Background: an optimization exercise with open tools, aiming at small area. Do not read the settings as production practice. Only the layout flow was run in this run; the RTL was not checked for function there. Power and IR drop assume default switching activity.

File: flow/design.v
`timescale 1ns / 1ps
module rand_gen(
    input wire clk,
    input wire reset,
    input wire en,
    output reg [31:0] rnd
    );
    always @ (posedge clk) begin
        if (reset)
            rnd <= 1;
        else if (en)
            rnd <= (rnd * 32'h41C6_4E6D + 32'h0000_3039) & 32'hffff_ffff;
    end
endmodule
`timescale 1ns / 1ps
module mario(
    input wire clk,
    input wire reset,
    input wire en,
    input wire rst,
    input wire start,
    input wire over,
    input wire [4:0] keydown,
    output reg [9:0] x,
    output reg [8:0] y,
    output reg [2:0] state,
    output reg [3:0] animation_state
    );
    localparam MARIO_INITIAL  = 3'b000,
               MARIO_FLYING   = 3'b001,
               MARIO_JUMPING  = 3'b010,
               MARIO_WALKING  = 3'b011,
               MARIO_STANDING = 3'b100,
               MARIO_DYING    = 3'b101,
               MARIO_CLAMPING = 3'b110;
    localparam MARIO_STAND       = 4'b0000,
               MARIO_WALK_LEFT1  = 4'b0001,
               MARIO_WALK_LEFT2  = 4'b0010,
               MARIO_WALK_LEFT3  = 4'b0011,
               MARIO_WALK_RIGHT1 = 4'b0100,
               MARIO_WALK_RIGHT2 = 4'b0101,
               MARIO_WALK_RIGHT3 = 4'b1110,
               MARIO_FLY_LEFT    = 4'b0110,
               MARIO_FLY_RIGHT   = 4'b0111,
               MARIO_CLAMP1      = 4'b1000,
               MARIO_CLAMP2      = 4'b1001,
               MARIO_DIE1        = 4'b1010,
               MARIO_DIE2        = 4'b1011,
               MARIO_DIE3        = 4'b1100,
               MARIO_DIE4        = 4'b1101;
    localparam TOP_BOARD = 9'd5,
               BOTTOM_BOARD = 9'd461,
               LEFT_BOARD = 10'd5,
               RIGHT_BOARD = 10'd640;
    localparam land0lx = 10'd250,
               land0ly =  9'd53,
               land0rx = 10'd388,
               land0ry =  9'd70,
               land1lx = 10'd0,
               land1ly =  9'd115,
               land1rx = 10'd591,
               land1ry =  9'd131,
               land2lx = 10'd49,
               land2ly =  9'd197,
               land2rx = 10'd640,
               land2ry =  9'd213,
               land3lx = 10'd0,
               land3ly =  9'd286,
               land3rx = 10'd591,
               land3ry =  9'd302,
               land4lx = 10'd49,
               land4ly =  9'd376,
               land4rx = 10'd640,
               land4ry =  9'd393,
               land5lx = 10'd0,
               land5ly =  9'd461,
               land5rx = 10'd640,
               land5ry =  9'd479;
    localparam ladder0lx = 10'd339,
               ladder0ly =  9'd15,
               ladder0rx = 10'd353,
               ladder0ry =  9'd81,
               ladder1lx = 10'd541,
               ladder1ly =  9'd77,
               ladder1rx = 10'd555,
               ladder1ry =  9'd163,
               ladder2lx = 10'd48,
               ladder2ly =  9'd159,
               ladder2rx = 10'd62,
               ladder2ry =  9'd252,
               ladder3lx = 10'd546,
               ladder3ly =  9'd248,
               ladder3rx = 10'd560,
               ladder3ry =  9'd342,
               ladder4lx = 10'd53,
               ladder4ly =  9'd338,
               ladder4rx = 10'd67,
               ladder4ry =  9'd427;
    localparam MARIO_INITIAL_X = 10'd450,
               MARIO_INITIAL_Y = 9'd425;
    localparam MARIO_HEIGHT = 9'd36,
	           MARIO_WIDTH  = 10'd34;
    localparam MOVSPEED_X = 3'd4,
               MOVSPEED_Y = 6'd50,
               CLAMPSPEED = 3'd3,
               ACCELERATION_Y = 3'd3;
    wire COLLATION_LEFT, COLLATION_RIGHT, COLLATION_DOWN, COLLATION_UP;
    wire KEYUP, KEYDOWN, KEYLEFT, KEYRIGHT, KEYJUMP;
    wire EN_CLAMP_DOWN, EN_CLAMP_UP;
    assign COLLATION_RIGHT = (x + MARIO_WIDTH  >= RIGHT_BOARD) |
                             (y < land0ry & y + MARIO_HEIGHT > land0ly) & (x + MARIO_WIDTH >= land0lx & x + MARIO_WIDTH <= land0rx) |
                             (y < land1ry & y + MARIO_HEIGHT > land1ly) & (x + MARIO_WIDTH >= land1lx & x + MARIO_WIDTH <= land1rx) |
                             (y < land2ry & y + MARIO_HEIGHT > land2ly) & (x + MARIO_WIDTH >= land2lx & x + MARIO_WIDTH <= land2rx) |
                             (y < land3ry & y + MARIO_HEIGHT > land3ly) & (x + MARIO_WIDTH >= land3lx & x + MARIO_WIDTH <= land3rx) |
                             (y < land4ry & y + MARIO_HEIGHT > land4ly) & (x + MARIO_WIDTH >= land4lx & x + MARIO_WIDTH <= land4rx) |
                             (y < land5ry & y + MARIO_HEIGHT > land5ly) & (x + MARIO_WIDTH >= land5lx & x + MARIO_WIDTH <= land5rx);
    assign COLLATION_LEFT  = (x <= LEFT_BOARD) |
                             ((y < land0ry & y + MARIO_HEIGHT > land0ly) & (x >= land0lx & x <= land0rx)) |
                             ((y < land1ry & y + MARIO_HEIGHT > land1ly) & (x >= land1lx & x <= land1rx)) |
                             ((y < land2ry & y + MARIO_HEIGHT > land2ly) & (x >= land2lx & x <= land2rx)) |
                             ((y < land3ry & y + MARIO_HEIGHT > land3ly) & (x >= land3lx & x <= land3rx)) |
                             ((y < land4ry & y + MARIO_HEIGHT > land4ly) & (x >= land4lx & x <= land4rx)) |
                             ((y < land5ry & y + MARIO_HEIGHT > land5ly) & (x >= land5lx & x <= land5rx));
    assign COLLATION_DOWN  = (y + MARIO_HEIGHT >= BOTTOM_BOARD) | 
                             ((x < land0rx & x + MARIO_WIDTH > land0lx) & (y + MARIO_HEIGHT >= land0ly & y + MARIO_HEIGHT <= land0ry)) |
                             ((x < land1rx & x + MARIO_WIDTH > land1lx) & (y + MARIO_HEIGHT >= land1ly & y + MARIO_HEIGHT <= land1ry)) |
                             ((x < land2rx & x + MARIO_WIDTH > land2lx) & (y + MARIO_HEIGHT >= land2ly & y + MARIO_HEIGHT <= land2ry)) |
                             ((x < land3rx & x + MARIO_WIDTH > land3lx) & (y + MARIO_HEIGHT >= land3ly & y + MARIO_HEIGHT <= land3ry)) |
                             ((x < land4rx & x + MARIO_WIDTH > land4lx) & (y + MARIO_HEIGHT >= land4ly & y + MARIO_HEIGHT <= land4ry)) |
                             ((x < land5rx & x + MARIO_WIDTH > land5lx) & (y + MARIO_HEIGHT >= land5ly & y + MARIO_HEIGHT <= land5ry));
    assign COLLATION_UP    = (y <= TOP_BOARD) |
                             ((x < land0rx & x + MARIO_WIDTH > land0lx) & (y >= land0ly & y <= land0ry)) |
                             ((x < land1rx & x + MARIO_WIDTH > land1lx) & (y >= land1ly & y <= land1ry)) |
                             ((x < land2rx & x + MARIO_WIDTH > land2lx) & (y >= land2ly & y <= land2ry)) |
                             ((x < land3rx & x + MARIO_WIDTH > land3lx) & (y >= land3ly & y <= land3ry)) |
                             ((x < land4rx & x + MARIO_WIDTH > land4lx) & (y >= land4ly & y <= land4ry)) |
                             ((x < land5rx & x + MARIO_WIDTH > land5lx) & (y >= land5ly & y <= land5ry));
    assign KEYUP    = keydown[0];
    assign KEYLEFT  = keydown[1];
    assign KEYRIGHT = keydown[2];
    assign KEYDOWN  = keydown[3];
    assign KEYJUMP  = keydown[4];
    assign EN_CLAMP_UP   = (x > 300 && x < 400) | 
                           (x >= ladder0lx & x <= ladder0rx & y > ladder0ly & y < ladder0ry) |
                           (x >= ladder1lx & x <= ladder1rx & y > ladder1ly & y < ladder1ry) |
                           (x >= ladder2lx & x <= ladder2rx & y > ladder2ly & y < ladder2ry) |
                           (x >= ladder3lx & x <= ladder3rx & y > ladder3ly & y < ladder3ry) |
                           (x >= ladder4lx & x <= ladder4rx & y > ladder4ly & y < ladder4ry);
    assign EN_CLAMP_DOWN = (x > 300 && x < 400) |
                           (x >= ladder0lx & x <= ladder0rx & y > ladder0ly & y < ladder0ry) |
                           (x >= ladder1lx & x <= ladder1rx & y > ladder1ly & y < ladder1ry) |
                           (x >= ladder2lx & x <= ladder2rx & y > ladder2ly & y < ladder2ry) |
                           (x >= ladder3lx & x <= ladder3rx & y > ladder3ly & y < ladder3ry) |
                           (x >= ladder4lx & x <= ladder4rx & y > ladder4ly & y < ladder4ry);
    reg signed [9:0] SPEED_X;
    wire signed [12:0] SPEED_Y;
    reg signed [12:0] SPEED_Y10x;
    assign SPEED_Y = SPEED_Y10x / 10;
    reg [2:0] next_state;
    reg [4:0] animation_counter;
    reg last_direction;
    reg [3:0] animation_hold;
    always@ (posedge clk) begin
        if (reset) animation_hold <= MARIO_STAND;
        else animation_hold <= animation_state;
    end
    always@ (posedge clk) begin
      if (reset) begin
        x <= MARIO_INITIAL_X;
        y <= MARIO_INITIAL_Y;
        SPEED_X <= 0;
        SPEED_Y10x <= 0;
        state <= MARIO_INITIAL;
        animation_counter <= 0;
        last_direction <= 1'b1;
      end
      else if (en) begin
        state <= next_state;
        case (state)
            MARIO_INITIAL: begin
                x <= MARIO_INITIAL_X;
                y <= MARIO_INITIAL_Y;
            end
            MARIO_JUMPING: begin
                SPEED_Y10x <= -MOVSPEED_Y;
            end
            MARIO_FLYING: begin
                animation_counter <= animation_counter + 1'b1;
                if(y + SPEED_Y < TOP_BOARD) begin
                    y <= TOP_BOARD;
                    SPEED_Y10x <= 0;
                end
                else if((y + SPEED_Y > land0ly & y + SPEED_Y < land0ry) & (x + SPEED_X < land0rx & x + SPEED_X + MARIO_WIDTH > land0lx)) begin
                    y <= land0ry;
                    SPEED_Y10x <= 0;
                end
                else if((y + SPEED_Y > land1ly & y + SPEED_Y < land1ry) & (x + SPEED_X < land1rx & x + SPEED_X + MARIO_WIDTH > land1lx)) begin
                    y <= land1ry;
                    SPEED_Y10x <= 0;
                end
                else if((y + SPEED_Y > land2ly & y + SPEED_Y < land2ry) & (x + SPEED_X < land2rx & x + SPEED_X + MARIO_WIDTH > land2lx)) begin
                    y <= land2ry;
                    SPEED_Y10x <= 0;
                end
                else if((y + SPEED_Y > land3ly & y + SPEED_Y < land3ry) & (x + SPEED_X < land3rx & x + SPEED_X + MARIO_WIDTH > land3lx)) begin
                    y <= land3ry;
                    SPEED_Y10x <= 0;
                end
                else if((y + SPEED_Y > land4ly & y + SPEED_Y < land4ry) & (x + SPEED_X < land4rx & x + SPEED_X + MARIO_WIDTH > land4lx)) begin
                    y <= land4ry;
                    SPEED_Y10x <= 0;
                end
                else if((y + SPEED_Y > land5ly & y + SPEED_Y < land5ry) & (x + SPEED_X < land5rx & x + SPEED_X + MARIO_WIDTH > land5lx)) begin
                    y <= land5ry;
                    SPEED_Y10x <= 0;
                end
                else if(y + MARIO_HEIGHT + SPEED_Y > BOTTOM_BOARD) begin
                    y <= BOTTOM_BOARD - MARIO_HEIGHT;
                    SPEED_Y10x <= 0;
                end
                else if((y + MARIO_HEIGHT + SPEED_Y > land0ly & y + MARIO_HEIGHT + SPEED_Y < land0ry) & (x + SPEED_X < land0rx & x + SPEED_X + MARIO_WIDTH > land0lx)) begin
                    y <= land0ly - MARIO_HEIGHT;
                    SPEED_Y10x <= 0;
                end
                else if((y + MARIO_HEIGHT + SPEED_Y > land1ly & y + MARIO_HEIGHT + SPEED_Y < land1ry) & (x + SPEED_X < land1rx & x + SPEED_X + MARIO_WIDTH > land1lx)) begin
                    y <= land1ly - MARIO_HEIGHT;
                    SPEED_Y10x <= 0;
                end
                else if((y + MARIO_HEIGHT + SPEED_Y > land2ly & y + MARIO_HEIGHT + SPEED_Y < land2ry) & (x + SPEED_X < land2rx & x + SPEED_X + MARIO_WIDTH > land2lx)) begin
                    y <= land2ly - MARIO_HEIGHT;
                    SPEED_Y10x <= 0;
                end
                else if((y + MARIO_HEIGHT + SPEED_Y > land3ly & y + MARIO_HEIGHT + SPEED_Y < land3ry) & (x + SPEED_X < land3rx & x + SPEED_X + MARIO_WIDTH > land3lx)) begin
                    y <= land3ly - MARIO_HEIGHT;
                    SPEED_Y10x <= 0;
                end
                else if((y + MARIO_HEIGHT + SPEED_Y > land4ly & y + MARIO_HEIGHT + SPEED_Y < land4ry) & (x + SPEED_X < land4rx & x + SPEED_X + MARIO_WIDTH > land4lx)) begin
                    y <= land4ly - MARIO_HEIGHT;
                    SPEED_Y10x <= 0;
                end
                else if((y + MARIO_HEIGHT + SPEED_Y > land5ly & y + MARIO_HEIGHT + SPEED_Y < land5ry) & (x + SPEED_X < land5rx & x + SPEED_X + MARIO_WIDTH > land5lx)) begin
                    y <= land5ly - MARIO_HEIGHT;
                    SPEED_Y10x <= 0;
                end
                else y <= y + SPEED_Y;
                if(x + SPEED_X < LEFT_BOARD) begin
                    x <= LEFT_BOARD;
                    SPEED_X <= 0;
                end
                else if(x + MARIO_WIDTH + SPEED_X > RIGHT_BOARD) begin
                    x <= RIGHT_BOARD - MARIO_WIDTH;
                    SPEED_X <= 0;
                end
                else x <= x + SPEED_X;
                SPEED_Y10x <= SPEED_Y10x + ACCELERATION_Y;
            end
            MARIO_WALKING: begin
                animation_counter <= animation_counter + 1'b1;
                SPEED_Y10x <= 0;
                if(KEYLEFT) begin
                    SPEED_X <= -MOVSPEED_X;
                    last_direction <= 1;
                end
                else if(KEYRIGHT) begin
                    SPEED_X <= MOVSPEED_X;
                    last_direction <= 0;
                end
                else begin
                    SPEED_X <= MOVSPEED_X;
                end
                if(x + SPEED_X < LEFT_BOARD)
                    x <= LEFT_BOARD;
                else if(x + MARIO_WIDTH + SPEED_X > RIGHT_BOARD)
                    x <= RIGHT_BOARD - MARIO_WIDTH;
                else x <= x + SPEED_X;
            end
            MARIO_STANDING: begin
                SPEED_X <= 0;
                SPEED_Y10x <= 0;
            end
            MARIO_DYING: begin
                SPEED_X <= 0;
                SPEED_Y10x <= 0;
            end
            MARIO_CLAMPING: begin
                SPEED_X <= 0;
                SPEED_Y10x <= 0;
                if(KEYUP | KEYDOWN) begin
                    animation_counter <= animation_counter + 1'b1;
                    if(KEYUP) begin
                        if(y - CLAMPSPEED < TOP_BOARD)
                            y <= TOP_BOARD;
                        else y <= y - CLAMPSPEED;
                    end
                    else begin
                        if(y + MARIO_HEIGHT + CLAMPSPEED > BOTTOM_BOARD)
                            y <= BOTTOM_BOARD - MARIO_HEIGHT;
                        else y <= y + CLAMPSPEED;
                    end
                end
            end
        endcase
      end
    end
    always@ (*) begin
        case(state)
            MARIO_FLYING: begin
                if(last_direction) animation_state = MARIO_FLY_LEFT;
                else animation_state = MARIO_FLY_RIGHT;
            end
            MARIO_WALKING: begin
                if(SPEED_X > 0) begin
                    case (animation_counter[3:2])
                        2'b00: animation_state = MARIO_WALK_RIGHT1;
                        2'b01: animation_state = MARIO_WALK_RIGHT3;
                        2'b10: animation_state = MARIO_WALK_RIGHT2;
                        2'b11: animation_state = MARIO_WALK_RIGHT3;
                    endcase
                end
                else begin
                    case (animation_counter[3:2])
                        2'b00: animation_state = MARIO_WALK_LEFT1;
                        2'b01: animation_state = MARIO_WALK_LEFT3;
                        2'b10: animation_state = MARIO_WALK_LEFT2;
                        2'b11: animation_state = MARIO_WALK_LEFT3;
                    endcase
                end
            end
            MARIO_DYING: begin
                case (animation_counter[4:3])
                    2'b00: animation_state = MARIO_DIE1;
                    2'b01: animation_state = MARIO_DIE2;
                    2'b10: animation_state = MARIO_DIE3;
                    2'b11: animation_state = MARIO_DIE4;
                endcase
            end
            MARIO_CLAMPING: begin
                if(KEYDOWN | KEYUP) begin
                    case (animation_counter[2:1])
                        2'b00: animation_state = MARIO_CLAMP1;
                        2'b01: animation_state = MARIO_CLAMP1;
                        2'b10: animation_state = MARIO_CLAMP2;
                        2'b11: animation_state = MARIO_CLAMP2;
                    endcase
                end
                else animation_state = animation_hold;
            end
            default: animation_state = last_direction ? MARIO_WALK_LEFT3 : MARIO_WALK_RIGHT3;
        endcase
    end
    always@ (*) begin
        next_state = state;
        case(state)
            MARIO_INITIAL: begin
                if(start & (~rst)) next_state = MARIO_STANDING;
                else next_state = MARIO_INITIAL;
            end
            MARIO_JUMPING: begin
                if(rst) next_state = MARIO_INITIAL;
                else if(over) next_state = MARIO_DYING;
                else next_state = MARIO_FLYING;
            end
            MARIO_FLYING: begin
                if(rst) next_state = MARIO_INITIAL;
                else if(over) next_state = MARIO_DYING;
                else if(COLLATION_DOWN & (SPEED_Y10x >= 0)) next_state = MARIO_STANDING;
                else next_state = MARIO_FLYING;
            end
            MARIO_WALKING: begin
                if(rst) next_state = MARIO_INITIAL;
                else if(over) next_state = MARIO_DYING;
                else if(~COLLATION_DOWN) next_state = MARIO_FLYING;
                else if(KEYJUMP) next_state = MARIO_JUMPING;
                else if(KEYUP & EN_CLAMP_UP) next_state = MARIO_CLAMPING;
                else if(KEYDOWN & EN_CLAMP_DOWN) next_state = MARIO_CLAMPING;
                else if((~KEYLEFT) & (~KEYRIGHT)) next_state = MARIO_STANDING;
                else next_state = MARIO_WALKING;
            end
            MARIO_STANDING: begin
                if(rst) begin
                    next_state = MARIO_INITIAL;
                end
                else if(over) begin
                    next_state = MARIO_DYING;
                end
                else if(~COLLATION_DOWN) begin
                    next_state = MARIO_FLYING;
                end
                else if(KEYJUMP) begin
                    next_state = MARIO_JUMPING;
                end
                else if(KEYUP & EN_CLAMP_UP) begin
                    next_state = MARIO_CLAMPING;
                end
                else if(KEYDOWN & EN_CLAMP_DOWN) begin
                    next_state = MARIO_CLAMPING;
                end
                else if(KEYLEFT | KEYRIGHT) begin
                    next_state = MARIO_WALKING;
                end
                else next_state = MARIO_STANDING;
            end
            MARIO_DYING: begin
                if(rst) begin
                    next_state = MARIO_INITIAL;
                end
                else next_state = MARIO_DYING;
            end
            MARIO_CLAMPING: begin
                if(rst) begin
                    next_state = MARIO_INITIAL;
                end
                else if(over) begin
                    next_state = MARIO_DYING;
                end
                else if(COLLATION_DOWN & KEYJUMP) begin
                    next_state = MARIO_JUMPING;
                end
                else if(KEYLEFT & (~COLLATION_LEFT)) begin
                    next_state = MARIO_WALKING;
                end
                else if(KEYRIGHT & (~COLLATION_RIGHT)) begin
                    next_state = MARIO_WALKING;
                end
                else if(EN_CLAMP_UP | EN_CLAMP_DOWN) begin
                    next_state = MARIO_CLAMPING;
                end
                else begin
                    next_state = MARIO_STANDING;
                end
            end
        endcase
    end
endmodule
`timescale 1ns / 1ps
module barrel(
    input wire clk,
    input wire reset,
    input wire en,
    input wire rst,
    input wire start,
    input wire over,
    output reg [9:0] x,
    output reg [8:0] y,
    output reg [1:0] state,
    output reg [2:0] animation_state
    );
    localparam BARREL_INITIAL = 2'b00,
               BARREL_ROLLING = 2'b01,
               BARREL_FALLING = 2'b10;
    localparam BARREL_ROLL1 = 3'b000,
               BARREL_ROLL2 = 3'b001,
               BARREL_ROLL3 = 3'b010,
               BARREL_ROLL4 = 3'b011,
               BARREL_FALL1 = 3'b100,
               BARREL_FALL2 = 3'b101;
    localparam TOP_BOARD = 9'd5,
               BOTTOM_BOARD = 9'd461,
               LEFT_BOARD = 10'd5,
               RIGHT_BOARD = 10'd640;
    localparam land0lx = 10'd250,
               land0ly =  9'd53,
               land0rx = 10'd388,
               land0ry =  9'd70,
               land1lx = 10'd0,
               land1ly =  9'd115,
               land1rx = 10'd591,
               land1ry =  9'd131,
               land2lx = 10'd49,
               land2ly =  9'd197,
               land2rx = 10'd640,
               land2ry =  9'd213,
               land3lx = 10'd0,
               land3ly =  9'd286,
               land3rx = 10'd591,
               land3ry =  9'd302,
               land4lx = 10'd49,
               land4ly =  9'd376,
               land4rx = 10'd640,
               land4ry =  9'd393,
               land5lx = 10'd0,
               land5ly =  9'd461,
               land5rx = 10'd640,
               land5ry =  9'd479;
    localparam ladder0lx = 10'd137,
               ladder0ly =  9'd27,
               ladder0rx = 10'd147,
               ladder0ry =  9'd48,
               ladder1lx = 10'd539,
               ladder1ly =  9'd89,
               ladder1rx = 10'd549,
               ladder1ry =  9'd109,
               ladder2lx = 10'd46,
               ladder2ly =  9'd171,
               ladder2rx = 10'd56,
               ladder2ry =  9'd191,
               ladder3lx = 10'd544,
               ladder3ly =  9'd260,
               ladder3rx = 10'd554,
               ladder3ry =  9'd280,
               ladder4lx = 10'd51,
               ladder4ly =  9'd350,
               ladder4rx = 10'd61,
               ladder4ry =  9'd371;
    localparam BARREL_INITIAL_X = 10'd203,
               BARREL_INITIAL_Y =  9'd90;
    localparam BARREL_FALL_WIDTH  = 10'd42,
               BARREL_FALL_HEIGHT = 9'd24,
               BARREL_ROLL_WIDTH  = 10'd32,
               BARREL_ROLL_HEIGHT = 9'd24;
    localparam MOVESPEED_X = 3'd1,
               MOVESPEED_Y = 3'd1,
               accumulate_Y = 1'b0;
    wire COLLATION_DOWN;
    wire EN_FALL;
    wire [31:0] randnumber;
    wire RAND_MATCH;
    assign COLLATION_DOWN = (y + BARREL_FALL_HEIGHT >= BOTTOM_BOARD) | 
                            ((x < land0rx & x + BARREL_FALL_WIDTH > land0lx) & (y + BARREL_FALL_HEIGHT >= land0ly & y + BARREL_FALL_HEIGHT <= land0ry)) |
                            ((x < land1rx & x + BARREL_FALL_WIDTH > land1lx) & (y + BARREL_FALL_HEIGHT >= land1ly & y + BARREL_FALL_HEIGHT <= land1ry)) |
                            ((x < land2rx & x + BARREL_FALL_WIDTH > land2lx) & (y + BARREL_FALL_HEIGHT >= land2ly & y + BARREL_FALL_HEIGHT <= land2ry)) |
                            ((x < land3rx & x + BARREL_FALL_WIDTH > land3lx) & (y + BARREL_FALL_HEIGHT >= land3ly & y + BARREL_FALL_HEIGHT <= land3ry)) |
                            ((x < land4rx & x + BARREL_FALL_WIDTH > land4lx) & (y + BARREL_FALL_HEIGHT >= land4ly & y + BARREL_FALL_HEIGHT <= land4ry)) |
                            ((x < land5rx & x + BARREL_FALL_WIDTH > land5lx) & (y + BARREL_FALL_HEIGHT >= land5ly & y + BARREL_FALL_HEIGHT <= land5ry));
    assign EN_FALL = (x >= ladder0lx & x <= ladder0rx & y >= ladder0ly & y <= ladder0ry) |
                     (x >= ladder1lx & x <= ladder1rx & y >= ladder1ly & y <= ladder1ry) |
                     (x >= ladder2lx & x <= ladder2rx & y >= ladder2ly & y <= ladder2ry) |
                     (x >= ladder3lx & x <= ladder3rx & y >= ladder3ly & y <= ladder3ry) |
                     (x >= ladder4lx & x <= ladder4rx & y >= ladder4ly & y <= ladder4ry);
    rand_gen m20(.clk(clk), .reset(reset), .en(en), .rnd(randnumber));
    assign RAND_MATCH = randnumber[3:2] == 2'b10;
   reg signed [10:0] SPEED_X;
	reg signed [9:0] SPEED_Y;
    reg [1:0] next_state;
    reg [4:0] animation_counter;
    always@ (posedge clk) begin
      if (reset) begin
        x <= BARREL_INITIAL_X;
        y <= BARREL_INITIAL_Y;
        SPEED_X <= MOVESPEED_X;
        SPEED_Y <= 0;
        state <= BARREL_INITIAL;
        animation_counter <= 0;
      end
      else if (en) begin
        state <= next_state;
        if (state == BARREL_ROLLING || state == BARREL_FALLING)
            animation_counter <= animation_counter + 1'b1;
        case (state)
            BARREL_INITIAL: begin
                x <= BARREL_INITIAL_X;
                y <= BARREL_INITIAL_Y;
                SPEED_X <= MOVESPEED_X;
                SPEED_Y <= 0;
            end
            BARREL_ROLLING: begin
                if(x + BARREL_ROLL_WIDTH + SPEED_X > RIGHT_BOARD) begin
                    x <= RIGHT_BOARD - BARREL_ROLL_WIDTH;
                    SPEED_X <= -MOVESPEED_X;
                end
                else if(x + SPEED_X < LEFT_BOARD) begin
                    x <= LEFT_BOARD;
                    SPEED_X <= MOVESPEED_X;
                end
                else begin
                    x <= x + SPEED_X;
                end
                SPEED_Y <= 0;
            end
            BARREL_FALLING: begin
                if(y + BARREL_FALL_HEIGHT + SPEED_Y > BOTTOM_BOARD) begin
                    y <= BOTTOM_BOARD - BARREL_FALL_HEIGHT;
                    SPEED_Y <= 0;
                end
                else if((y + BARREL_FALL_HEIGHT + SPEED_Y > land0ly & y + BARREL_FALL_HEIGHT + SPEED_Y < land0ry) & (x + SPEED_X < land0rx & x + SPEED_X + BARREL_ROLL_WIDTH > land0lx) & (~EN_FALL)) begin
                    y <= land0ly - BARREL_FALL_HEIGHT;
                    SPEED_Y <= 0;
                end
                else if((y + BARREL_FALL_HEIGHT + SPEED_Y > land1ly & y + BARREL_FALL_HEIGHT + SPEED_Y < land1ry) & (x + SPEED_X < land1rx & x + SPEED_X + BARREL_ROLL_WIDTH > land1lx) & (~EN_FALL)) begin
                    y <= land1ly - BARREL_FALL_HEIGHT;
                    SPEED_Y <= 0;
                end
                else if((y + BARREL_FALL_HEIGHT + SPEED_Y > land2ly & y + BARREL_FALL_HEIGHT + SPEED_Y < land2ry) & (x + SPEED_X < land2rx & x + SPEED_X + BARREL_ROLL_WIDTH > land2lx) & (~EN_FALL)) begin
                    y <= land2ly - BARREL_FALL_HEIGHT;
                    SPEED_Y <= 0;
                end
                else if((y + BARREL_FALL_HEIGHT + SPEED_Y > land3ly & y + BARREL_FALL_HEIGHT + SPEED_Y < land3ry) & (x + SPEED_X < land3rx & x + SPEED_X + BARREL_ROLL_WIDTH > land3lx) & (~EN_FALL)) begin
                    y <= land3ly - BARREL_FALL_HEIGHT;
                    SPEED_Y <= 0;
                end
                else if((y + BARREL_FALL_HEIGHT + SPEED_Y > land4ly & y + BARREL_FALL_HEIGHT + SPEED_Y < land4ry) & (x + SPEED_X < land4rx & x + SPEED_X + BARREL_ROLL_WIDTH > land4lx) & (~EN_FALL)) begin
                    y <= land4ly - BARREL_FALL_HEIGHT;
                    SPEED_Y <= 0;
                end
                else if((y + BARREL_FALL_HEIGHT + SPEED_Y > land5ly & y + BARREL_FALL_HEIGHT + SPEED_Y < land5ry) & (x + SPEED_X < land5rx & x + SPEED_X + BARREL_ROLL_WIDTH > land5lx) & (~EN_FALL)) begin
                    y <= land5ly - BARREL_FALL_HEIGHT;
                    SPEED_Y <= 0;
                end
                else begin
                    y <= y + SPEED_Y;
                end
                SPEED_Y <= MOVESPEED_Y;
            end
        endcase
      end
    end
    always@ (*) begin
        case(state)
            BARREL_FALLING: begin
                case (animation_counter[4])
                    1'b1: animation_state = BARREL_FALL1;
                    1'b0: animation_state = BARREL_FALL2;
                endcase
            end
            BARREL_ROLLING: begin
                case (animation_counter[4:3])
                    2'b00: animation_state = BARREL_ROLL1;
                    2'b01: animation_state = BARREL_ROLL2;
                    2'b10: animation_state = BARREL_ROLL3;
                    2'b11: animation_state = BARREL_ROLL4;
                endcase
            end
            default: begin
                animation_state = BARREL_ROLL1;
            end
        endcase
    end
    always@ (*) begin
        case(state)
            BARREL_INITIAL: begin
                if(start & (~rst)) next_state <= BARREL_ROLLING;
                else next_state <= BARREL_INITIAL;
            end
            BARREL_ROLLING: begin
                if(rst) next_state <= BARREL_INITIAL;
                else if(over) next_state <= BARREL_INITIAL;
                else if(~COLLATION_DOWN) next_state <= BARREL_FALLING;
                else if(EN_FALL & RAND_MATCH) next_state <= BARREL_FALLING;
                else next_state <= BARREL_ROLLING;
            end
            BARREL_FALLING: begin
                if(rst) next_state <= BARREL_INITIAL;
                else if(over) next_state <= BARREL_INITIAL;
                else if(EN_FALL) next_state <= BARREL_FALLING;
                else if(COLLATION_DOWN) next_state <= BARREL_ROLLING;
                else next_state <= BARREL_FALLING;
            end
            default: begin
                next_state <= BARREL_INITIAL;
            end
        endcase
    end
endmodule
`timescale 1ns / 1ps
module kong(
    input wire clk,
    input wire reset,
    input wire en,
    input wire rst,
    input wire start,
    input wire over,
    output reg is_drop,
    output wire [9:0] x,
    output wire [8:0] y,
    output reg state,
    output reg [1:0] animation_state
    );
    localparam KONG_INITIAL = 1'b0,
               KONG_PLAYING = 1'b1;
    localparam KONG_NORMAL = 2'b00,
               KONG_GET    = 2'b01,
               KONG_HOLD   = 2'b10,
               KONG_DROP   = 2'b11;
    localparam KONG_INITIAL_X = 127,
               KONG_INITIAL_Y = 79;
    reg next_state;
    reg [7:0] animation_counter;
    assign x = KONG_INITIAL_X;
    assign y = KONG_INITIAL_Y;
    always@ (posedge clk) begin
        if (reset) state <= KONG_INITIAL;
        else if (en) state <= next_state;
    end
    always@ (posedge clk) begin
      if (reset) begin
        is_drop <= 0;
        animation_state <= KONG_NORMAL;
        animation_counter <= 0;
      end
      else if (en) begin
        case(state)
            KONG_INITIAL: begin
                animation_state <= KONG_NORMAL;
            end
            KONG_PLAYING: begin
                case (animation_counter[7:5])
                    3'b101: begin
                        is_drop <= 0;
                        animation_state <= KONG_GET;
                    end
                    3'b110: begin
                        is_drop <= 0;
                        animation_state <= KONG_HOLD;
                    end
                    3'b111: begin
                        is_drop <= 1;
                        animation_state <= KONG_DROP;
                    end
                    default: begin
                        is_drop <= 0;
                        animation_state <= KONG_NORMAL;
                    end
                endcase
                animation_counter <= animation_counter + 1'b1;
            end
        endcase
      end
    end
    always@ (*) begin
        next_state = state;
        case(state)
            KONG_INITIAL: begin
                if(start & (~rst)) next_state = KONG_PLAYING;
                else next_state = KONG_INITIAL;
            end
            KONG_PLAYING: begin
                if(rst | over) next_state = KONG_INITIAL;
                else next_state = KONG_PLAYING;
            end
        endcase
    end
endmodule
`timescale 1ns / 1ps
module queue(
    input wire clk,
    input wire reset,
    input wire en,
    input wire rst,
    input wire start,
    input wire over,
    output wire [9:0] x,
    output wire [8:0] y,
    output reg state,
    output reg animation_state
    );
    localparam QUEUE_INITIAL = 1'b0,
               QUEUE_PLAYING = 1'b1;
    localparam QUEUE_LEFT  = 1'b0,
               QUEUE_RIGHT = 1'b1;
    localparam QUEUE_INITIAL_X = 280,
               QUEUE_INITIAL_Y = 27;
    reg next_state;
    reg [4:0] animation_counter;
    assign x = QUEUE_INITIAL_X;
    assign y = QUEUE_INITIAL_Y;
    always@ (posedge clk) begin
        if (reset) state <= QUEUE_INITIAL;
        else if (en) state <= next_state;
    end
    always@ (posedge clk) begin
      if (reset) begin
        animation_state <= QUEUE_RIGHT;
        animation_counter <= 0;
      end
      else if (en) begin
        case(state)
            QUEUE_INITIAL: begin
                animation_state <= QUEUE_RIGHT;
            end
            QUEUE_PLAYING: begin
                case (animation_counter[4])
                    1'b0: animation_state <= QUEUE_RIGHT;
                    1'b1: animation_state <= QUEUE_LEFT;
                endcase
                animation_counter <= animation_counter + 1'b1;
            end
        endcase
      end
    end
    always@ (*) begin
        next_state = state;
        case(state)
            QUEUE_INITIAL: begin
                if(start & (~rst)) next_state = QUEUE_PLAYING;
                else next_state = QUEUE_INITIAL;
            end
            QUEUE_PLAYING: begin
                if(rst | over) next_state = QUEUE_INITIAL;
                else next_state = QUEUE_PLAYING;
            end
        endcase
    end
endmodule
module score(
    input wire clk,
    input wire reset,
    input wire rst,
    input wire[9:0] mario_posx, barrel_posx,
    input wire[8:0] mario_posy, barrel_posy,
    input wire barrel_fall,
    input wire mario_jumping,
    output reg[10:0] count
);
    localparam[2:0] same_floor_no_intersection = 3'b001, start = 3'b000,
        different_floor = 3'b010, same_floor_with_intersection = 3'b011, goal = 3'b100;
    localparam[9:0] mario_width = 34, barrel_fall_width = 42, barrel_roll_width = 32;
    localparam[8:0] mario_height = 36, barrel_height = 24, jump_height = 60;
    wire same_floor;
    wire intersection;
    wire[9:0] barrel_posx1,barrel_posx2,mario_posx1,mario_posx2;
    wire[8:0] barrel_bottom, mario_bottom;
    reg[10:0] count_next;
    reg[2:0] state, state_next;
    assign barrel_posx1 = barrel_posx;
    assign barrel_posx2 = barrel_posx + (barrel_fall ? barrel_fall_width : barrel_roll_width);
    assign mario_posx1 = mario_posx;
    assign mario_posx2 = mario_posx + mario_width;
    assign barrel_bottom = barrel_posy + barrel_height;
    assign mario_bottom = mario_posy + mario_height;
    assign same_floor = mario_bottom <= barrel_bottom + 4 & mario_bottom >= barrel_bottom - jump_height;
    assign intersection = (mario_posx2 > barrel_posx1 & barrel_posx2 > mario_posx1)
    | (mario_posx2 < barrel_posx1 & barrel_posx2 < mario_posx1);
    always @(posedge clk)
    begin
        if(reset | rst)
        begin
            count <= 0;
            state <= start;
        end
        else begin
            count <= count_next;
            state <= state_next;
        end
    end
    always @(*) begin
        case (state)
          start:
          begin
            count_next = 0;
            if(same_floor)
                state_next = intersection ? same_floor_with_intersection : same_floor_no_intersection;
            else
                state_next = different_floor;
          end
          different_floor:
          begin
            count_next = count;
            if(same_floor)
                state_next = intersection ? same_floor_with_intersection : same_floor_no_intersection;
            else
                state_next = different_floor;
          end
          same_floor_no_intersection:
          begin
            count_next = count;
            if(same_floor)
                state_next = intersection ? same_floor_with_intersection : same_floor_no_intersection;
            else
                state_next = different_floor;
          end
          same_floor_with_intersection:
          begin
            count_next = count;
            if(same_floor)
                state_next =  intersection ? same_floor_with_intersection :
                 (mario_jumping ? goal : same_floor_no_intersection);
            else
                state_next = different_floor;
          end
          goal:
            begin
                count_next = count + 1;
                state_next = same_floor_no_intersection;
            end
          default:
            begin
                count_next = count;
                state_next = start;
            end
        endcase
    end
endmodule
`timescale 1ns / 1ps
module state_fsm(
    input wire clk,
    input wire reset,
    input wire start,
    input wire restart,
    input wire over,
    input wire success,
    output reg [1:0] state
    );
    localparam GAME_INITIAL = 2'b00,
               GAME_RUNNING = 2'b01,
               GAME_OVER    = 2'b10,
               GAME_SUCCESS = 2'b11;
    reg [1:0] next_state;
    always @ (posedge clk) begin
        if (reset) state <= GAME_INITIAL;
        else state <= next_state;
    end
    always@ (*) begin
        next_state = state;
        case (state)
            GAME_INITIAL: begin
                if (start & ~restart)
                    next_state = GAME_RUNNING;
            end
            GAME_RUNNING: begin
                if (over) begin
                    next_state = GAME_OVER;
                end
                else if (restart) begin
                    next_state = GAME_INITIAL;
                end
                else if (success) begin
                    next_state = GAME_SUCCESS;
                end
            end
            GAME_OVER: begin
                if (restart) begin
                    next_state = GAME_INITIAL;
                end
            end
            GAME_SUCCESS: begin
                if(restart) begin
                    next_state = GAME_INITIAL;
                end
            end
        endcase
    end
endmodule
`timescale 1ns / 1ps
module game_core(
    input  wire         clk,
    input  wire         reset,
    input  wire         tick_slow,
    input  wire         tick_fast,
    input  wire [4:0]   keys,
    input  wire         start,
    input  wire         restart,
    input  wire         cheat,
    output wire [1:0]   game_state,
    output wire [9:0]   mario_x,
    output wire [8:0]   mario_y,
    output wire [2:0]   mario_state,
    output wire [3:0]   mario_anim,
    output wire [1:0]   kong_anim,
    output wire         queue_anim,
    output wire [159:0] barrel_x_flat,
    output wire [143:0] barrel_y_flat,
    output wire [31:0]  barrel_state_flat,
    output wire [47:0]  barrel_anim_flat,
    output wire [23:0]  score_bcd
    );
	localparam GAME_INITIAL = 2'b00,
               GAME_RUNNING = 2'b01,
               GAME_OVER    = 2'b10,
               GAME_SUCCESS = 2'b11;
	wire over, success;
	wire [1:0] cur_state;
	wire [31:0] total_count;
	assign success = cheat||(mario_y < 30 && (mario_x > 250 && mario_x < 350) && mario_state == 3'b100);
	state_fsm StateControl(.clk(clk), .reset(reset), .start(start), .restart(restart), .over(over), .success(success), .state(cur_state));
	assign game_state = cur_state;
	localparam queue_width  	  = 44,
           	   queue_height 	  = 50,
               kong_height  	  = 72,
	           kong_width   	  = 112,
               mario_height 	  = 36,
	           mario_width        = 34,
			      BARREL_FALL_WIDTH  = 42,
               BARREL_FALL_HEIGHT = 24,
               BARREL_ROLL_WIDTH  = 32,
               BARREL_ROLL_HEIGHT = 24;
	wire [3:0] mario_animation;
	mario myMario(.clk(clk), .reset(reset), .en(tick_slow),
				  .rst(cur_state == GAME_INITIAL),
				  .start(cur_state == GAME_RUNNING),
				  .over(cur_state == GAME_OVER),
				  .keydown(keys),
				  .x(mario_x), .y(mario_y),
				  .state(mario_state),
				  .animation_state(mario_animation));
	assign mario_anim = mario_animation;
	wire [9:0] kong_x;
	wire [8:0] kong_y;
	wire kong_state;
	wire [1:0] kong_animation;
	reg [3:0] drop_count;
	reg is_drop_d;
	wire is_drop;
	kong myKong(.clk(clk), .reset(reset), .en(tick_slow),
				.rst(cur_state == GAME_INITIAL),
				.start(cur_state == GAME_RUNNING),
				.over(cur_state == GAME_OVER),
				.is_drop(is_drop),
				.x(kong_x), .y(kong_y),
				.state(kong_state),
				.animation_state(kong_animation));
	assign kong_anim = kong_animation;
	always @(posedge clk) begin
		if (reset) begin
			is_drop_d <= 1'b0;
			drop_count <= 4'd0;
		end
		else begin
			is_drop_d <= is_drop;
			if (is_drop & ~is_drop_d)
				drop_count <= drop_count + 1'b1;
		end
	end
	wire [9:0] queue_x;
	wire [8:0] queue_y;
	wire queue_state;
	wire queue_animation;
	queue myQueue(.clk(clk), .reset(reset), .en(tick_slow),
				  .rst(cur_state == GAME_INITIAL),
				  .start(cur_state == GAME_RUNNING),
				  .over(cur_state == GAME_OVER),
				  .x(queue_x), .y(queue_y),
				  .state(queue_state),
				  .animation_state(queue_animation));
	assign queue_anim = queue_animation;
	localparam BARREL_NUM_MAX = 16;
	localparam BARREL_INITIAL = 2'b00,
               BARREL_ROLLING = 2'b01,
               BARREL_FALLING = 2'b10;
	wire [9:0] barrel_x [0:BARREL_NUM_MAX - 1];
	wire [8:0] barrel_y [0:BARREL_NUM_MAX - 1];
	wire [1:0] barrel_state [0:BARREL_NUM_MAX - 1];
	wire [2:0] barrel_animation [0:BARREL_NUM_MAX - 1];
	wire [9:0] barrel_curwidth [0:BARREL_NUM_MAX - 1];
	wire [8:0] barrel_curheight [0:BARREL_NUM_MAX - 1];
	wire [10:0] barrel_count [0:BARREL_NUM_MAX - 1];
	generate
		genvar target_index;
		for(target_index = 0; target_index < BARREL_NUM_MAX; target_index = target_index + 1) begin: barrel_generator
			barrel myBarrel(.clk(clk), .reset(reset), .en(tick_fast),
							.rst(cur_state == GAME_INITIAL),
							.start((cur_state == GAME_RUNNING) & (target_index == drop_count)),
							.over((cur_state == GAME_OVER) | (barrel_x[target_index] > 560 & barrel_y[target_index] > 410)),
							.x(barrel_x[target_index]), .y(barrel_y[target_index]),
							.state(barrel_state[target_index]),
							.animation_state(barrel_animation[target_index]));
			assign barrel_curwidth[target_index] = barrel_state[target_index] == BARREL_FALLING ? BARREL_FALL_WIDTH : (barrel_state[target_index] == BARREL_ROLLING ? BARREL_ROLL_WIDTH : 0);
			assign barrel_curheight[target_index] = barrel_state[target_index] == BARREL_FALLING ? BARREL_FALL_HEIGHT : (barrel_state[target_index] == BARREL_ROLLING ? BARREL_ROLL_HEIGHT : 0);
			score myScore(.clk(clk), .reset(reset),
						  .rst(cur_state == GAME_INITIAL),
						  .mario_posx(mario_x), .mario_posy(mario_y),
						  .barrel_posx(barrel_x[target_index]), .barrel_posy(barrel_y[target_index]),
						  .barrel_fall(barrel_animation[target_index][2] == 1'b1),
						  .mario_jumping(mario_state == 3'b001),
						  .count(barrel_count[target_index]));
			assign barrel_x_flat[target_index*10 +: 10] = barrel_x[target_index];
			assign barrel_y_flat[target_index*9 +: 9] = barrel_y[target_index];
			assign barrel_state_flat[target_index*2 +: 2] = barrel_state[target_index];
			assign barrel_anim_flat[target_index*3 +: 3] = barrel_animation[target_index];
		end
	endgenerate
	assign total_count = (barrel_count[0] + barrel_count[1] + barrel_count[2] + barrel_count[3] + barrel_count[4] + barrel_count[5] + barrel_count[6] + barrel_count[7] + barrel_count[8] + barrel_count[9] + barrel_count[10] + barrel_count[11] + barrel_count[12] + barrel_count[13] + barrel_count[14] + barrel_count[15]);
	assign
        score_bcd[ 3: 0] = total_count % 10,
        score_bcd[ 7: 4] = total_count/     10 % 10,
        score_bcd[11: 8] = total_count/    100 % 10,
        score_bcd[15:12] = total_count/   1000 % 10,
        score_bcd[19:16] = total_count/  10000 % 10,
        score_bcd[23:20] = total_count/ 100000 % 10;
	reg [BARREL_NUM_MAX - 1 : 0] mario_collision;
	wire collision;
	generate
		genvar coltarget_index;
		for(coltarget_index = 0; coltarget_index < BARREL_NUM_MAX; coltarget_index = coltarget_index + 1) begin: barrel_collision_check
			always@ (*) begin
				mario_collision[coltarget_index] = ((barrel_state[coltarget_index] == BARREL_ROLLING) ||
				(barrel_state[coltarget_index] == BARREL_FALLING)) &&
				((barrel_x[coltarget_index] > mario_x &&
				barrel_x[coltarget_index] < mario_x + mario_width-2 &&
				barrel_y[coltarget_index] > mario_y+2 &&
				barrel_y[coltarget_index] < mario_y + mario_height) ||
				(barrel_x[coltarget_index] + barrel_curwidth[coltarget_index] > mario_x &&
				barrel_x[coltarget_index] + barrel_curwidth[coltarget_index] < mario_x + mario_width-2 &&
				barrel_y[coltarget_index] > mario_y+2 &&
				barrel_y[coltarget_index] < mario_y + mario_height) ||
				(barrel_x[coltarget_index] > mario_x &&
				barrel_x[coltarget_index] < mario_x + mario_width-2 &&
				barrel_y[coltarget_index] + barrel_curheight[coltarget_index] > mario_y+2 &&
				barrel_y[coltarget_index] + barrel_curheight[coltarget_index] < mario_y + mario_height) ||
				(barrel_x[coltarget_index] + barrel_curwidth[coltarget_index] > mario_x &&
				barrel_x[coltarget_index] + barrel_curwidth[coltarget_index] < mario_x-2 + mario_width &&
				barrel_y[coltarget_index] + barrel_curheight[coltarget_index] > mario_y+2 &&
				barrel_y[coltarget_index] + barrel_curheight[coltarget_index] < mario_y + mario_height));
			end
		end
	endgenerate
	reg [127:0] collision_sampler;
	assign collision = |mario_collision;
	assign over = (~cheat) & ((&collision_sampler) | (mario_x < 183 && mario_y < 114));
	always @(posedge clk) begin
		if (reset)
			collision_sampler <= 128'b0;
		else if (tick_slow)
			collision_sampler <= {collision_sampler[126:0], collision};
	end
endmodule
File: flow/constraint.sdc
create_clock -name core_clock -period 30.0 [get_ports {clk}]
set_input_delay 6.0000 -clock core_clock [delete_from_list [all_inputs] [get_ports {clk}]]
set_output_delay 6.0000 -clock core_clock [all_outputs]
set_load 0.01 [all_outputs]
File: flow/run.sh
#!/bin/bash
# synth_recipe.tcl (not shown) runs the flow's synth.tcl, then flattens the netlist and writes it again
# the make line also repeats each setting of config.mk as NAME=value (left out here)
make -C /OpenROAD-flow-scripts/flow DESIGN_CONFIG=/design/flow/config.mk WORK_HOME=/design/flow/orfs CLKGATE_MAP_FILE= SYNTH_SCRIPT=/design/flow/synth_recipe.tcl finish
File: flow/config.mk
export PLATFORM = sky130hd
export DESIGN_NAME = game_core
export DESIGN_NICKNAME = game_core
export VERILOG_FILES = /design/flow/design.v
export SDC_FILE = /design/flow/constraint.sdc
export NUM_CORES = 4
export LEC_CHECK = 0
export CAP_MARGIN = 20
export CORE_MARGIN = 2
export CORE_UTILIZATION = 40
export SLEW_MARGIN = 20
==> results.txt <==
final cells by class:
cell class / count / area, sq um / share of cell area (%)
clock inverters: 53 / 738.2 / 0.4570
well taps: 4816 / 6026 / 3.730
multi-input cells: 16720 / 121300 / 75.11
inverters: 1013 / 3839 / 2.376
diodes: 17 / 42.54 / 0.02633
repair buffers: 843 / 7453 / 4.614
clock buffers: 156 / 3324 / 2.058
flip-flops and latches: 937 / 18780 / 11.62
cells by family after synthesis:
group,Yosys count,share of synthesized area (%)
compound gates,5328,23.01
buf+inv,1802,4.748
fa+ha+maj,2907,26.40
simple gates,6778,22.59
flops,937,12.80
xor+xnor,1437,8.615
mux,265,1.834
other cells,1,0.002560
per-layer routing:
metal  up-vias  track usage [%]  routed length (um)  share of wire (%)
met4         4            15.24               33320                5.9
li1      70870                -                   -                  -
met2      5975            45.50              244000                 43
met3      1176            5.614               48650                8.6
met1     70220            38.06              241300                 43
met5         -                0                  31             0.0055
worst min path at each step:
stage	end	slack, ns	cells past startpoint
global placement	myKong.animation_state[0]$_SDFFE_PP0P_	0.46	2
CTS	register	0.48	2
finish	myKong.animation_state[0]$_SDFFE_PP0P_	0.47	2
detailed placement	myKong.animation_state[0]$_SDFFE_PP0P_	0.46	2
global route	register	0.49	2
floorplan	barrel_generator[9].myScore.state[2]$_SDFF_PP0_	0.45	2
cell usage after synthesis (74+ instances only):
cell type  number
a21oi_1      1713
a22oi_1        92
a21o_1        322
a31oi_1       332
or2_2          85
buf_1         108
o31ai_1       132
and3_1        178
xnor2_1       919
nor4_1        158
fa_1          313
inv_1         950
and2_1         74
nor2_1       1860
a211oi_1      117
nor2b_1       475
o21a_1         98
o21bai_1      180
nand2b_1      434
nand4_1       485
a211o_1       125
o22ai_1        93
or3_1         106
nand2_1      1581
dfxtp_1       937
ha_1         2577
o21ai_0      1188
mux2i_1       240
xor2_1        514
clkbuf_1      616
o211ai_1      114
nor3_1        436
nand3_1       598
a41oi_1        78
power breakdown:
part / switching (mW) / internal [mW]
Combinational: 0.764 / 0.453
Sequential: 0.0404 / 1.27
Clock: 0.656 / 0.889
through the flow:
| step | hold slack, ns | instances | util [%] |
|---|---|---|---|
| after floorplan | 0.4496 | 19460 | - |
| after global placement | 0.4626 | 24330 | 43.11 |
| after detailed placement | 0.4648 | 24330 | 43.13 |
| final | 0.4738 | 24560 | 44.26 |
| after global routing | 0.4895 | 24540 | 44.25 |
| after CTS | 0.4775 | 24540 | 44.24 |
worst min-delay path: stages, from the launching register on:
cell	delay, ns
dfxtp_1	0.31
nand2b_1	0.06
a21oi_1	0.05
state kept, by name, summed over array words and instances, names as in the netlist, 16 cells and up:
name / cells
collision_sampler: 128
barrel_generator.myScore.state: 48
barrel_generator.myBarrel.m20.rnd: 64
barrel_generator.myScore.count: 176
barrel_generator.myBarrel.animation_counter: 80
barrel_generator.myBarrel.state: 32
barrel_generator.myBarrel.x: 160
barrel_generator.myBarrel.SPEED_X: 16
barrel_generator.myBarrel.y: 144
barrel_generator.myBarrel.SPEED_Y: 16
==> results.sh <==
export IMPL_outcome="complete, no violations"
export IMPL_postCtsSetupRepairBufs=0
export IMPL_rows=222
export IMPL_totalWireLength_um=567300
export IMPL_rsz0062_at_grt="false"
export IMPL_drive_gt1_share_pct=4.639
export IMPL_maxSlewHeadroom_pct=15.84
export IMPL_path_max_fanout=13
export IMPL_antenna_found_initial=29
export IMPL_vias=148200
export IMPL_area_growth_pct=10.26
export IMPL_cts_sinks=937
export IMPL_synth_area_top_cells="ha_1 22%, dfxtp_1 13%, a21oi_1 5.9%"
export IMPL_layout_common_cells="2575 x ha_1, 1856 x nor2_1, 1713 x a21oi_1"
export IMPL_finalPower_mw=4.074
export IMPL_grt_pass1_vias=138200
export IMPL_grt_usage_pct=29.19
export IMPL_ios=451
export IMPL_post_cts_resize_count=0
export IMPL_ant_nets=0
export IMPL_hp_start="myKong.animation_state[0]$_SDFFE_PP0P_"
export IMPL_critPathBufInv=3
export IMPL_cp_end_kind="output pin"
export IMPL_core_sq_um=365000
export IMPL_cp_num_cells=45
export IMPL_hold_buffers=0
export IMPL_grt_pass1_wl_um=853900
export IMPL_hold_viol_final=0
export IMPL_syn_inst=19460
export IMPL_gp_congestion=0.9692
export IMPL_nFillCells=37090
export IMPL_synth_distinct_cells=134
export IMPL_critPathArrivalTime_ns=15.64
export IMPL_synth_top_cell_by_area="ha_1"
export IMPL_fin_nets=22530
export IMPL_synth_edf_count=0
export IMPL_yosys_warnings=8
export IMPL_timing_reg2reg_worst_path_depth=45
export IMPL_critPathLaunch="barrel_generator[1].myScore.count[2]$_SDFFE_PP0P_"
export IMPL_numPortBuffers=445
export IMPL_final_min_clock_period_ns=21.64
export IMPL_worstReg2RegStart="myMario.SPEED_Y10x[4]$_SDFFE_PP0P_"
export IMPL_synth_main_ff_cell="dfxtp_1"
export IMPL_synth_seq_cells=937
export IMPL_wl_per_cell_um=23.10
export IMPL_r2r_end="myMario.y[6]$_SDFFE_PP0P_"
export IMPL_dr_first_iter_drc_count=14000
export IMPL_overflow=0
export IMPL_clkTransAtPathRegs_ns=0.06
export IMPL_dp_slack_ns=9.235
export IMPL_setup_viol=0
export IMPL_cp_slowest_cell="o32ai_2"
export IMPL_synth_top_area_share_pct=22.01
export IMPL_die_height_um=609.2
export IMPL_numCtsBuffers=114
export IMPL_syn_avg_cell_area_sq_um=7.530
export IMPL_tightestPinTransition_ns=1.262
export IMPL_dp_hpwl_um=420700
export IMPL_dpl_instance_area_sq_um=157400
export IMPL_htreeDepth=3
export IMPL_critPathKind="register to output pin"
export IMPL_initial_utilization_pct=40.14
export IMPL_ys_seq_area_share_pct=12.80
export IMPL_start_kind="register"
export IMPL_clock_root_buffer="clkbuf_16"
export IMPL_critPathTopFamily="compound AO/OA/AOI/OAI gates"
export IMPL_dieArea_sq_um=371100
export IMPL_worst_slack_ns=8.355
export IMPL_cap_violations=0
export IMPL_crit_top_cell="fa_1"
export IMPL_drc=0
export IMPL_fmax_mhz=46.20
export IMPL_period_share_pct=72.15
export IMPL_clk_latency_ns=0.85
export IMPL_power_density_nw_per_um2=25.22
export IMPL_setup_tns_ns=0
export IMPL_final_cell_area_sq_um=161500
export IMPL_fin_skew_ns=0.07356
export IMPL_async_flop_share_pct=0
export IMPL_clk_path_buf_depth=3
export IMPL_ir_drop_uv=69.62
export IMPL_firstDrtPassIters=8
export IMPL_drt_vias_per_instance=6.037
export IMPL_cts_tree="yes"
export IMPL_layout_commonest_cell="ha_1"
export IMPL_fp_dieW_um=609.2
export IMPL_cp_endpoint="score_bcd[7]"
export IMPL_r2r_setup_slack_ns=19.16
export IMPL_slowest_delay_ns=0.81
export IMPL_worst_ep_required_time_ns=24.00
export IMPL_p_leak_nw=69.03
export IMPL_slew_violations=0
export IMPL_hold_class="register to register"
export IMPL_netlist_area_sq_um=146500
export IMPL_grt_max_degree=93

-- static timing again, ports no longer ideal --
No port has a modelled driver above. Below, the same layout with a new extraction and two added sets of constraints. Step 1, drivers: a clkbuf_16 drives clk and a buf_2 each remaining input, both assumed. Step 2 adds t to the input delays and takes it off the output delays; t is the mean of the earliest and latest rising clock arrival at the registers after step 1. Input paths then give back, and output paths get back, about the clock's delay inside the block. a / b / c = no drivers / after step 1 / after step 2; a / b = the first two.
t, ns: 0.917
setup WS [ns]: 8.355 / 8.253 / 9.170
worst hold slack (ns): 0.474 / 0.474 / 0.474
worst setup path at the end: register to output
clock arrival spread, ns: 0.084 / 0.084
After both steps setup and hold are still met in this run. The setup slack of this run moves by -0.102 ns with the drivers and by +0.815 ns with both steps.
